From an optimization exercise on the open Yosys and OpenROAD flow, aimed at small area; shortcuts taken in it are not production practice.
In this exercise RTL edits were held to simulation tests only and were not proved equivalent to the original.
Power figures rest on the tool's default switching activity, not on a simulated workload.

==> inputs of wip/harbor <==
Design systolic_array, start of the top module:
module systolic_array #(
    parameter m = 8,
    parameter n = 8,
    parameter input_width = 8
)
(
    input clk, reset,
    input [0:m * input_width - 1] in_row,
    input [0:n * input_width - 1] in_col,
    output [0:m * n * 2 * input_width - 1] out
);
    wire [7:0] an [0:7][0:7];
    wire [7:0] bn [0:7][0:7];
    reg [7:0] ar [0:7][0:6];
    reg [7:0] br [0:6][0:7];
    reg [15:0] acc [0:7][0:7];
    genvar i, j, k;
    generate
        for (i = 0; i < 8; i = i + 1) begin : g_in
            for (k = 0; k < 8; k = k + 1) begin : g_bit
                assign an[i][0][k] = ~in_row[8 * i + 7 - k];
                assign bn[0][i][k] = ~in_col[8 * i + 7 - k];
            end
        end
        for (i = 0; i < 8; i = i + 1) begin : g_row
            for (j = 0; j < 8; j = j + 1) begin : g_col
                if (j < 7) begin : g_a
                    always @(posedge clk) ar[i][j] <= an[i][j] | {8{reset}};
                    assign an[i][j + 1] = ar[i][j];
                end
                if (i < 7) begin : g_b
                    always @(posedge clk) br[i][j] <= bn[i][j] | {8{reset}};
                    assign bn[i + 1][j] = br[i][j];
                end
                wire [63:0] pp;
                for (k = 0; k < 64; k = k + 1) begin : g_pp
  ...
export LEC_CHECK = 0
export CAP_MARGIN = 20
export CORE_MARGIN = 2
export CORE_UTILIZATION = 40
export PLACE_DENSITY = 0.6
export SLEW_MARGIN = 20
export SYNTH_HIERARCHICAL = 1
export SYNTH_MINIMUM_KEEP_SIZE = 0
create_clock -name core_clock -period 6.0 [get_ports {clk}]
run.sh (not shown) runs the stock make flow with config.mk's settings and CLKGATE_MAP_FILE= SYNTH_SCRIPT=/design/flow/synth_recipe.tcl, a recipe that flattens the netlist after the stock synthesis.
==> wip/maple (differences from wip/harbor) <==
--- a/flow/design.v
+++ b/flow/design.v
@@ -9,12 +9,15 @@
 module sa_xor (input a, b, output y);
     assign y = a ^ b;
 endmodule
 module sa_xnor (input a, b, output y);
     assign y = ~(a ^ b);
 endmodule
+module sa_inv (input a, output y);
+    assign y = ~a;
+endmodule
 module sa_nand (input a, b, output y);
     assign y = ~(a & b);
 endmodule
 module sa_andn (input a, bn, output y);
     assign y = a & ~bn;
 endmodule
@@ -44,32 +47,43 @@
     reg [7:0] br [0:6][0:7];
     reg [15:0] acc [0:7][0:7];
     genvar i, j, k;
     generate
         for (i = 0; i < 8; i = i + 1) begin : g_in
             for (k = 0; k < 8; k = k + 1) begin : g_bit
-                assign an[i][0][k] = ~in_row[8 * i + 7 - k];
-                assign bn[0][i][k] = ~in_col[8 * i + 7 - k];
+                sa_inv u_a (in_row[8 * i + 7 - k], an[i][0][k]);
+                sa_inv u_b (in_col[8 * i + 7 - k], bn[0][i][k]);
             end
         end
         for (i = 0; i < 8; i = i + 1) begin : g_row
             for (j = 0; j < 8; j = j + 1) begin : g_col
-                if (j < 7) begin : g_a
+                wire [7:0] ain, bin;
+                for (k = 0; k < 8; k = k + 1) begin : g_op
+                    assign ain[k] = in_row[8 * i + 7 - k];
+                    assign bin[k] = in_col[8 * j + 7 - k];
+                end
+                if (j == 0) begin : g_a0
+                    always @(posedge clk) ar[i][j] <= ~(ain & {8{~reset}});
+                    assign an[i][j + 1] = ar[i][j];
+                end else if (j < 7) begin : g_a
                     always @(posedge clk) ar[i][j] <= an[i][j] | {8{reset}};
                     assign an[i][j + 1] = ar[i][j];
                 end
-                if (i < 7) begin : g_b
+                if (i == 0) begin : g_b0
+                    always @(posedge clk) br[i][j] <= ~(bin & {8{~reset}});
+                    assign bn[i + 1][j] = br[i][j];
+                end else if (i < 7) begin : g_b
                     always @(posedge clk) br[i][j] <= bn[i][j] | {8{reset}};
                     assign bn[i + 1][j] = br[i][j];
                 end
                 wire [63:0] pp;
                 for (k = 0; k < 64; k = k + 1) begin : g_pp
                     assign pp[k] = ~(an[i][j][k / 8] | bn[i][j][k % 8]);
                 end
                 wire [15:0] c = acc[i][j];
-                wire [15:0] sum;
+                wire [15:0] sum, sum_n;
                 if (i == 0 || j == 0) begin : g_port
                     wire s1, k2;
                     sa_ha u2 (c[0], pp[0], s1, k2);
                     wire s3, k4;
                     sa_ha u4 (c[1], pp[1], s3, k4);
                     wire s5, k6;
@@ -194,65 +208,66 @@
                     sa_fa u124 (c[13], pp[55], pp[62], s123, k124);
                     wire s125, k126;
                     sa_fa u126 (k118, s123, k120, s125, k126);
                     wire s127, k128;
                     sa_fa u128 (c[14], pp[63], k124, s127, k128);
                     wire w129;
-                    sa_xor u129 (s85, k72, w129);
+                    sa_xnor u129 (s85, k72, w129);
                     wire w130;
                     sa_nand u130 (s85, k72, w130);
                     wire w131;
                     sa_xnor u131 (s97, k86, w131);
                     wire w132;
                     sa_nand u132 (s97, k86, w132);
                     wire w133;
-                    sa_xor u133 (w131, w130, w133);
+                    sa_xnor u133 (w131, w130, w133);
                     wire w134;
                     sa_oai u134 (w131, w130, w132, w134);
                     wire w135;
                     sa_xor u135 (s107, k98, w135);
                     wire w136;
                     sa_and u136 (s107, k98, w136);
                     wire w137;
-                    sa_xor u137 (w135, w134, w137);
+                    sa_xnor u137 (w135, w134, w137);
                     wire w138;
                     sa_aoi u138 (w135, w134, w136, w138);
                     wire w139;
                     sa_xnor u139 (s115, k108, w139);
                     wire w140;
                     sa_nand u140 (s115, k108, w140);
                     wire w141;
-                    sa_xor u141 (w139, w138, w141);
+                    sa_xnor u141 (w139, w138, w141);
                     wire w142;
                     sa_oai u142 (w139, w138, w140, w142);
                     wire w143;
                     sa_xor u143 (s121, k116, w143);
                     wire w144;
                     sa_and u144 (s121, k116, w144);
                     wire w145;
-                    sa_xor u145 (w143, w142, w145);
+                    sa_xnor u145 (w143, w142, w145);
                     wire w146;
                     sa_aoi u146 (w143, w142, w144, w146);
                     wire w147;
                     sa_xnor u147 (s125, k122, w147);
                     wire w148;
                     sa_nand u148 (s125, k122, w148);
                     wire w149;
-                    sa_xor u149 (w147, w146, w149);
+                    sa_xnor u149 (w147, w146, w149);
                     wire w150;
                     sa_oai u150 (w147, w146, w148, w150);
                     wire w151;
                     sa_xor u151 (s127, k126, w151);
                     wire w152;
                     sa_and u152 (s127, k126, w152);
                     wire w153;
-                    sa_xor u153 (w151, w150, w153);
+                    sa_xnor u153 (w151, w150, w153);
                     wire w154;
                     sa_aoi u154 (w151, w150, w152, w154);
-                    wire w155 = ~(c[15] ^ k128 ^ w154);
+                    wire w155 = c[15] ^ k128 ^ w154;
                     assign sum = {w155, w153, w149, w145, w141, w137, w133, w129, s71, s55, s41, s29, s19, s11, s5, s1};
+                    assign sum_n = 16'b1111111100000000;
                 end else begin : g_reg
                     wire s1, k2;
                     sa_ha u2 (c[0], pp[0], s1, k2);
                     wire s3, k4;
                     sa_ha u4 (c[1], pp[1], s3, k4);
                     wire s5, k6;
@@ -389,36 +404,37 @@
                     sa_fa u136 (c[14], pp[63], k132, s135, k136);
                     wire w137;
                     sa_xor u137 (s129, k122, w137);
                     wire w138;
                     sa_and u138 (s129, k122, w138);
                     wire w139;
-                    sa_xor u139 (w137, k124, w139);
+                    sa_xnor u139 (w137, k124, w139);
                     wire w140;
                     sa_aoi u140 (w137, k124, w138, w140);
                     wire w141;
                     sa_xnor u141 (s133, k130, w141);
                     wire w142;
                     sa_nand u142 (s133, k130, w142);
                     wire w143;
-                    sa_xor u143 (w141, w140, w143);
+                    sa_xnor u143 (w141, w140, w143);
                     wire w144;
                     sa_oai u144 (w141, w140, w142, w144);
                     wire w145;
                     sa_xor u145 (s135, k134, w145);
                     wire w146;
                     sa_and u146 (s135, k134, w146);
                     wire w147;
-                    sa_xor u147 (w145, w144, w147);
+                    sa_xnor u147 (w145, w144, w147);
                     wire w148;
                     sa_aoi u148 (w145, w144, w146, w148);
-                    wire w149 = ~(c[15] ^ k136 ^ w148);
+                    wire w149 = c[15] ^ k136 ^ w148;
                     assign sum = {w149, w147, w143, w139, s123, s113, s101, s87, s71, s55, s41, s29, s19, s11, s5, s1};
+                    assign sum_n = 16'b1111000000000000;
                 end
                 always @(posedge clk)
-                    acc[i][j] <= reset ? 16'd0 : sum;
+                    acc[i][j] <= reset ? 16'd0 : sum ^ sum_n;
                 for (k = 0; k < 16; k = k + 1) begin : g_out
                     assign out[16 * (8 * i + j) + k] = acc[i][j][15 - k];
                 end
             end
         end
     endgenerate
==> flow/flow/run.sh (new file) <==
#!/bin/bash
# The standard layout (standard.sh, unchanged synthesis), with the port
# buffers made as the smallest buffer cell rather than a delay buffer, and a
# clock tree of smaller buffers without dummy loads.
set -euo pipefail
export BUFFER_PORTS_ARGS="-buffer_cell sky130_fd_sc_hd__buf_1"
export CTS_ARGS="-sink_clustering_enable -repair_clock_nets -dont_use_dummy_load -buf_list {sky130_fd_sc_hd__clkbuf_4 sky130_fd_sc_hd__clkbuf_8}"
bash standard.sh > standard.log 2>&1
==> flow/standard.sh (new file) <==
#!/bin/bash
# synth_recipe.tcl (not shown) runs the flow's synth.tcl, then flattens the netlist and writes it again
# the make line also repeats each setting of config.mk as NAME=value (left out here)
make -C /OpenROAD-flow-scripts/flow DESIGN_CONFIG=/design/flow/config.mk WORK_HOME=/design/flow/orfs CLKGATE_MAP_FILE= SYNTH_SCRIPT=/design/flow/synth_recipe.tcl "${@:-finish}"
removed: flow/run.sh
==> wip/xenon (differences from wip/harbor) <==
--- a/flow/design.v
+++ b/flow/design.v
@@ -9,12 +9,15 @@
 module sa_xor (input a, b, output y);
     assign y = a ^ b;
 endmodule
 module sa_xnor (input a, b, output y);
     assign y = ~(a ^ b);
 endmodule
+module sa_inv (input a, output y);
+    assign y = ~a;
+endmodule
 module sa_nand (input a, b, output y);
     assign y = ~(a & b);
 endmodule
 module sa_andn (input a, bn, output y);
     assign y = a & ~bn;
 endmodule
@@ -44,32 +47,43 @@
     reg [7:0] br [0:6][0:7];
     reg [15:0] acc [0:7][0:7];
     genvar i, j, k;
     generate
         for (i = 0; i < 8; i = i + 1) begin : g_in
             for (k = 0; k < 8; k = k + 1) begin : g_bit
-                assign an[i][0][k] = ~in_row[8 * i + 7 - k];
-                assign bn[0][i][k] = ~in_col[8 * i + 7 - k];
+                sa_inv u_a (in_row[8 * i + 7 - k], an[i][0][k]);
+                sa_inv u_b (in_col[8 * i + 7 - k], bn[0][i][k]);
             end
         end
         for (i = 0; i < 8; i = i + 1) begin : g_row
             for (j = 0; j < 8; j = j + 1) begin : g_col
-                if (j < 7) begin : g_a
+                wire [7:0] ain, bin;
+                for (k = 0; k < 8; k = k + 1) begin : g_op
+                    assign ain[k] = in_row[8 * i + 7 - k];
+                    assign bin[k] = in_col[8 * j + 7 - k];
+                end
+                if (j == 0) begin : g_a0
+                    always @(posedge clk) ar[i][j] <= ~(ain & {8{~reset}});
+                    assign an[i][j + 1] = ar[i][j];
+                end else if (j < 7) begin : g_a
                     always @(posedge clk) ar[i][j] <= an[i][j] | {8{reset}};
                     assign an[i][j + 1] = ar[i][j];
                 end
-                if (i < 7) begin : g_b
+                if (i == 0) begin : g_b0
+                    always @(posedge clk) br[i][j] <= ~(bin & {8{~reset}});
+                    assign bn[i + 1][j] = br[i][j];
+                end else if (i < 7) begin : g_b
                     always @(posedge clk) br[i][j] <= bn[i][j] | {8{reset}};
                     assign bn[i + 1][j] = br[i][j];
                 end
                 wire [63:0] pp;
                 for (k = 0; k < 64; k = k + 1) begin : g_pp
                     assign pp[k] = ~(an[i][j][k / 8] | bn[i][j][k % 8]);
                 end
                 wire [15:0] c = acc[i][j];
-                wire [15:0] sum;
+                wire [15:0] sum, sum_n;
                 if (i == 0 || j == 0) begin : g_port
                     wire s1, k2;
                     sa_ha u2 (c[0], pp[0], s1, k2);
                     wire s3, k4;
                     sa_ha u4 (c[1], pp[1], s3, k4);
                     wire s5, k6;
@@ -194,65 +208,66 @@
                     sa_fa u124 (c[13], pp[55], pp[62], s123, k124);
                     wire s125, k126;
                     sa_fa u126 (k118, s123, k120, s125, k126);
                     wire s127, k128;
                     sa_fa u128 (c[14], pp[63], k124, s127, k128);
                     wire w129;
-                    sa_xor u129 (s85, k72, w129);
+                    sa_xnor u129 (s85, k72, w129);
                     wire w130;
                     sa_nand u130 (s85, k72, w130);
                     wire w131;
                     sa_xnor u131 (s97, k86, w131);
                     wire w132;
                     sa_nand u132 (s97, k86, w132);
                     wire w133;
-                    sa_xor u133 (w131, w130, w133);
+                    sa_xnor u133 (w131, w130, w133);
                     wire w134;
                     sa_oai u134 (w131, w130, w132, w134);
                     wire w135;
                     sa_xor u135 (s107, k98, w135);
                     wire w136;
                     sa_and u136 (s107, k98, w136);
                     wire w137;
-                    sa_xor u137 (w135, w134, w137);
+                    sa_xnor u137 (w135, w134, w137);
                     wire w138;
                     sa_aoi u138 (w135, w134, w136, w138);
                     wire w139;
                     sa_xnor u139 (s115, k108, w139);
                     wire w140;
                     sa_nand u140 (s115, k108, w140);
                     wire w141;
-                    sa_xor u141 (w139, w138, w141);
+                    sa_xnor u141 (w139, w138, w141);
                     wire w142;
                     sa_oai u142 (w139, w138, w140, w142);
                     wire w143;
                     sa_xor u143 (s121, k116, w143);
                     wire w144;
                     sa_and u144 (s121, k116, w144);
                     wire w145;
-                    sa_xor u145 (w143, w142, w145);
+                    sa_xnor u145 (w143, w142, w145);
                     wire w146;
                     sa_aoi u146 (w143, w142, w144, w146);
                     wire w147;
                     sa_xnor u147 (s125, k122, w147);
                     wire w148;
                     sa_nand u148 (s125, k122, w148);
                     wire w149;
-                    sa_xor u149 (w147, w146, w149);
+                    sa_xnor u149 (w147, w146, w149);
                     wire w150;
                     sa_oai u150 (w147, w146, w148, w150);
                     wire w151;
                     sa_xor u151 (s127, k126, w151);
                     wire w152;
                     sa_and u152 (s127, k126, w152);
                     wire w153;
-                    sa_xor u153 (w151, w150, w153);
+                    sa_xnor u153 (w151, w150, w153);
                     wire w154;
                     sa_aoi u154 (w151, w150, w152, w154);
-                    wire w155 = ~(c[15] ^ k128 ^ w154);
+                    wire w155 = c[15] ^ k128 ^ w154;
                     assign sum = {w155, w153, w149, w145, w141, w137, w133, w129, s71, s55, s41, s29, s19, s11, s5, s1};
+                    assign sum_n = 16'b1111111100000000;
                 end else begin : g_reg
                     wire s1, k2;
                     sa_ha u2 (c[0], pp[0], s1, k2);
                     wire s3, k4;
                     sa_ha u4 (c[1], pp[1], s3, k4);
                     wire s5, k6;
@@ -389,36 +404,37 @@
                     sa_fa u136 (c[14], pp[63], k132, s135, k136);
                     wire w137;
                     sa_xor u137 (s129, k122, w137);
                     wire w138;
                     sa_and u138 (s129, k122, w138);
                     wire w139;
-                    sa_xor u139 (w137, k124, w139);
+                    sa_xnor u139 (w137, k124, w139);
                     wire w140;
                     sa_aoi u140 (w137, k124, w138, w140);
                     wire w141;
                     sa_xnor u141 (s133, k130, w141);
                     wire w142;
                     sa_nand u142 (s133, k130, w142);
                     wire w143;
-                    sa_xor u143 (w141, w140, w143);
+                    sa_xnor u143 (w141, w140, w143);
                     wire w144;
                     sa_oai u144 (w141, w140, w142, w144);
                     wire w145;
                     sa_xor u145 (s135, k134, w145);
                     wire w146;
                     sa_and u146 (s135, k134, w146);
                     wire w147;
-                    sa_xor u147 (w145, w144, w147);
+                    sa_xnor u147 (w145, w144, w147);
                     wire w148;
                     sa_aoi u148 (w145, w144, w146, w148);
-                    wire w149 = ~(c[15] ^ k136 ^ w148);
+                    wire w149 = c[15] ^ k136 ^ w148;
                     assign sum = {w149, w147, w143, w139, s123, s113, s101, s87, s71, s55, s41, s29, s19, s11, s5, s1};
+                    assign sum_n = 16'b1111000000000000;
                 end
                 always @(posedge clk)
-                    acc[i][j] <= reset ? 16'd0 : sum;
+                    acc[i][j] <= reset ? 16'd0 : sum ^ sum_n;
                 for (k = 0; k < 16; k = k + 1) begin : g_out
                     assign out[16 * (8 * i + j) + k] = acc[i][j][15 - k];
                 end
             end
         end
     endgenerate
==> flow/flow/run.sh (new file) <==
#!/bin/bash
# The standard layout (standard.sh, unchanged synthesis), with the port
# buffers made as the smallest buffer cell rather than a delay buffer.
set -euo pipefail
export BUFFER_PORTS_ARGS="-buffer_cell sky130_fd_sc_hd__buf_1"
bash standard.sh > standard.log 2>&1
==> flow/standard.sh (new file) <==
#!/bin/bash
# synth_recipe.tcl (not shown) runs the flow's synth.tcl, then flattens the netlist and writes it again
# the make line also repeats each setting of config.mk as NAME=value (left out here)
make -C /OpenROAD-flow-scripts/flow DESIGN_CONFIG=/design/flow/config.mk WORK_HOME=/design/flow/orfs CLKGATE_MAP_FILE= SYNTH_SCRIPT=/design/flow/synth_recipe.tcl "${@:-finish}"
removed: flow/run.sh
==> summary.txt <==
Between wip/maple and wip/harbor, the lower count of clock-buffer cells in the layout is in wip/harbor (gap 71). wip/harbor ran to the end with no violations. wip/xenon ran to the end with no violations. wip/maple completed with no timing, DRC or antenna violations. Critical path depth is the same in wip/xenon and wip/harbor. Against wip/harbor, the synthesized area of wip/xenon is smaller by about 0.9%. In wip/maple the die area is lower than in wip/harbor, by about 0.9%. Via count: wip/maple > wip/xenon > wip/harbor.
==> figures <==
quantity	wip/harbor	wip/xenon	wip/maple
Outcome	finished clean	finished clean	finished clean
Placed cells	20200	20100	20100
Leakage	88.7 nW	84.8 nW	83.4 nW
Data required time at the worst endpoint	6.85 ns	6.91 ns	7.01 ns
Critical path capture point	acc[14][15]$_SDFF_PP0_	acc[21][15]$_SDFF_PP0_	acc[54][15]$_SDFF_PP0_
Standard-cell row count	233	232	232
Average wire length per cell after detail routing	23.3 um	23.6 um	23.7 um
RR Startpoint	ar[12][0]$_DFF_P_	br[13][1]$_DFF_P_	br[46][1]$_DFF_P_
Clock buffer count in the final layout	309	324	380
Critical path's largest stage delay	0.59 ns	0.62 ns	0.70 ns
Overall die area	0.411 mm2	0.407 mm2	0.407 mm2
Total global-route track usage	0.240	0.241	0.242

[what the ideal ports hide]
Ports are ideal in the flow. The routed layouts listed here were re-timed in OpenROAD. Step 1 sets driving cells, clkbuf_16 on the clock port and buf_2 on the other inputs (assumed; they add their load-dependent delay and slew). Step 2 times the ports against the registers' clock, not the clock port: input delays grow and output delays shrink by t, the midpoint of the rising clock arrivals with the driver on. Three values: no drivers, after step 1, after step 2; two values: the first two.
run	t, ns	setup WS [ns]	hold slack, ns	worst setup path after step 2	slew at the worst register clock pin (ns)
wip/harbor	1.047	0.259 / 0.259 / -0.149	0.595 / 0.595 / 0.595	input to register	0.07 / 0.07
wip/maple	1.155	0.274 / 0.274 / 0.003	0.303 / 0.230 / 0.527	input to register	0.07 / 0.07
wip/xenon	1.040	0.228 / 0.228 / -0.011	0.427 / 0.333 / 0.582	input to register	0.07 / 0.07
Met with ideal ports but missed after step 2: setup timing in wip/harbor and wip/xenon. The setup slack of wip/harbor, which loses most, moves by 0.000 ns with the drivers and by -0.408 ns with both steps.
